Background: an optimization exercise with open tools, aiming at small area. Do not read the settings as production practice. In this exercise RTL edits were held to simulation tests only and were not proved equivalent to the original. Power figures rest on the tool's default switching activity, not on a simulated workload.

==> flow/design.v (excerpt) <==
module right_note_machine (
    input clk,
    input rst,  
    input [9:0] rawnote,  
    input mode,  
    input pitchUP,  
    input pitchDOWN,  
    input autospeed,  
    input cycle,  
    input [3:0] songselect,
    output tx  
    );
    reg [9:0] tcnt;
    reg rst_q;
    always @(posedge clk) begin
        rst_q <= rst;
        if (rst) tcnt <= 10'd0;
        else tcnt <= tcnt + 10'd1;
    end
    wire tick = ~rst_q & (tcnt[3:0] == 4'd0);        
    wire beat_fast = tick & (tcnt[8:4] == 5'd0);     
    wire beat_slow = beat_fast & ~tcnt[9];           
    wire btnUP, btnDOWN, btnMODE;
    btn_dbc bUP(clk, pitchUP, rst, tick, btnUP);
    btn_dbc bDOWN(clk, pitchDOWN, rst, tick, btnDOWN);
    btn_dbc bMODE(clk, mode, rst, tick, btnMODE);
    reg playbackMode;
    reg [4:0] pitch;
    always @(posedge clk) begin
        if (rst) playbackMode <= 1'b0;
        else if (btnMODE) playbackMode <= ~playbackMode;
        if (rst) pitch <= 5'd7;
        else if (btnDOWN) pitch <= (pitch == 5'd0) ? 5'd0 : pitch - 5'd1;
        else if (btnUP) pitch <= (pitch == 5'd19) ? 5'd19 : pitch + 5'd1;
    end
    reg [8:0] step;   
    reg [3:0] cnt;    
    wire [9:0] romnote;
    wire [4:0] rompit;
    wire [3:0] bm1;
    wire ge;
    mem m0(songselect, step, pitch, romnote, rompit, bm1, ge);
    wire play = playbackMode & ~(ge & ~cycle);
    wire [9:0] key = play ? (romnote | rawnote) : rawnote;
    wire [4:0] ps = play ? rompit : pitch;
    wire pulse = play & (autospeed ? beat_slow : beat_fast);
    always @(posedge clk) begin
        if (rst) begin
            step <= 9'd0;
            cnt <= 4'd0;
        end else if (pulse) begin
            if (cnt == bm1) begin
                cnt <= 4'd0;
  ...
export LEC_CHECK = 0
export CAP_MARGIN = 20
export CORE_MARGIN = 2
export CORE_UTILIZATION = 50
export GPL_TIMING_DRIVEN = 0
export SLEW_MARGIN = 20
export SYNTH_MEMORY_MAX_BITS = 65536
create_clock -name core_clock -period 10.0 [get_ports {clk}]
standard.sh (not shown) runs the stock make flow with config.mk's settings and CLKGATE_MAP_FILE= SYNTH_SCRIPT=/design/flow/synth_recipe.tcl, a recipe that flattens the netlist after the stock synthesis.
==> flow/flow/run.sh <==
#!/bin/bash
# The standard layout, with these changes:
# - synthesis maps the logic for area: flow/synth.tcl runs ABC with flow/area.script,
#   which restructures the logic with &deepsyn and maps it with area recovery, and
#   adders are left to ABC (no full/half-adder extraction, no Kogge-Stone carry map);
# - the port buffers are buf_1;
# - the clock tree uses clkbuf_8 and no dummy loads.
# Each ORFS step writes its own log under orfs/logs; make's output goes to flow_make.log.
set -euo pipefail
cd "$(dirname "$0")/.."
WORK=$(pwd)
export AREA_ABC_SCRIPT=$WORK/flow/area.script
bash standard.sh \
  SYNTH_SCRIPT=$WORK/flow/synth.tcl \
  ADDER_MAP_FILE= \
  SYNTH_OPERATIONS_ARGS=-nofsm \
  "BUFFER_PORTS_ARGS=-buffer_cell sky130_fd_sc_hd__buf_1" \
  "CTS_ARGS=-sink_clustering_enable -repair_clock_nets -dont_use_dummy_load -buf_list sky130_fd_sc_hd__clkbuf_8" \
  finish > $WORK/flow_make.log 2>&1
==> flow/flow/area.script <==
&get -n
&st
&deepsyn -T 40 -S 1
&deepsyn -T 40 -S 2
&deepsyn -T 40 -S 3
&deepsyn -T 40 -S 4
&deepsyn -T 40 -S 5
&dch
&nf -R 1000
&put
topo
==> flow/flow/synth.tcl <==
# The standard synthesis (synth_recipe.tcl), with one change: ABC maps the logic with
# flow/area.script, an area-oriented script (&deepsyn, then mapping with area recovery), in place of ORFS's speed script. Flip-flops
# are mapped before ABC runs, so the registers are the standard synthesis's.
proc synth {args} { yosys synth -nofsm -noshare {*}$args }
proc abc {args} {
  set new {}
  set skip 0
  foreach a $args {
    if {$skip} { lappend new $::env(AREA_ABC_SCRIPT); set skip 0; continue }
    if {$a eq "-script"} { lappend new -script; set skip 1; continue }
    lappend new $a
  }
  puts "abc with the area script: $new"
  yosys abc {*}$new
}
source $::env(SCRIPTS_DIR)/synth.tcl
# left out here: clear keep_hierarchy, flatten, clean up, hide names made inside functions, write 1_2_yosys.v
The starting point passed the timing, design-rule and antenna checks.
Rerun with:
--- a/flow/flow/area.script
+++ b/flow/flow/area.script
@@ -7,0 +8,3 @@
+&deepsyn -T 40 -S 6
+&deepsyn -T 40 -S 7
+&deepsyn -T 40 -S 8
@@ -9 +12 @@
-&nf -R 1000
+&nf -R 1000 -E 100 -C 32 -F 8 -A 8
Settings changed: SETUP_SLACK_MARGIN set to 0.6.
Worst setup slack is better by 350 ps.
Hold slack gains 16 ps.
Total power is higher by about a fifth.
Sequential cell count is unchanged.
Register-to-register slack gets better by 430 ps.
Cell area falls by a few percent.
Global-route usage came out lower by 0.65 points.
Routed wire length fell by a few percent.
Rerun with:
--- a/flow/flow/run.sh
+++ b/flow/flow/run.sh
@@ -7 +7,2 @@
-# - the clock tree uses clkbuf_8 and no dummy loads.
+# - the clock tree uses clkbuf_8 and no dummy loads;
+# - after global routing, gates off the critical paths are downsized (RECOVER_POWER).
@@ -16,0 +18 @@
+  RECOVER_POWER=100 \
--- a/flow/flow/area.script
+++ b/flow/flow/area.script
@@ -8,3 +7,0 @@
-&deepsyn -T 40 -S 6
-&deepsyn -T 40 -S 7
-&deepsyn -T 40 -S 8
The changed run ran to the end with violations: capacitance limit, slew limit.
Register-to-register slack improves by 50 ps.
Die area grows slightly.
Hold slack degrades by 24 ps.
Sequential power shrinks by a few percent.
Cell area grows slightly.
Final cell count grows slightly.
Clock skew grows by 3.9 ps.

[separate check: timing with driven ports]
The flow's constraints put no driver on any port. The routed layouts listed below were extracted and timed again, unchanged, in two steps. Step 1: set_driving_cell puts a clkbuf_16 on clk and a buf_2 on each other input, an assumption about the parent block. Step 2 times the ports against the registers' clock, not the clock port: input delays grow and output delays shrink by t, the midpoint of the rising clock arrivals with the driver on. Three values: no drivers, after step 1, after step 2; two values: the first two.
| run | t (ns) | setup WS [ns] | worst setup path at the end | pins driven straight from the clock port |
|---|---|---|---|---|
| the first run | 0.402 | 0.657 / 0.671 / 0.269 | input to register | 1 |
| the second run | 0.410 | 1.004 / 1.021 / 0.611 | input to register | 1 |
| the third run | 0.399 | 1.117 / 1.133 / 0.734 | input to register | 1 |
The setup slack of the second run, which loses most, moves by +0.017 ns with the drivers and by -0.393 ns with both steps.
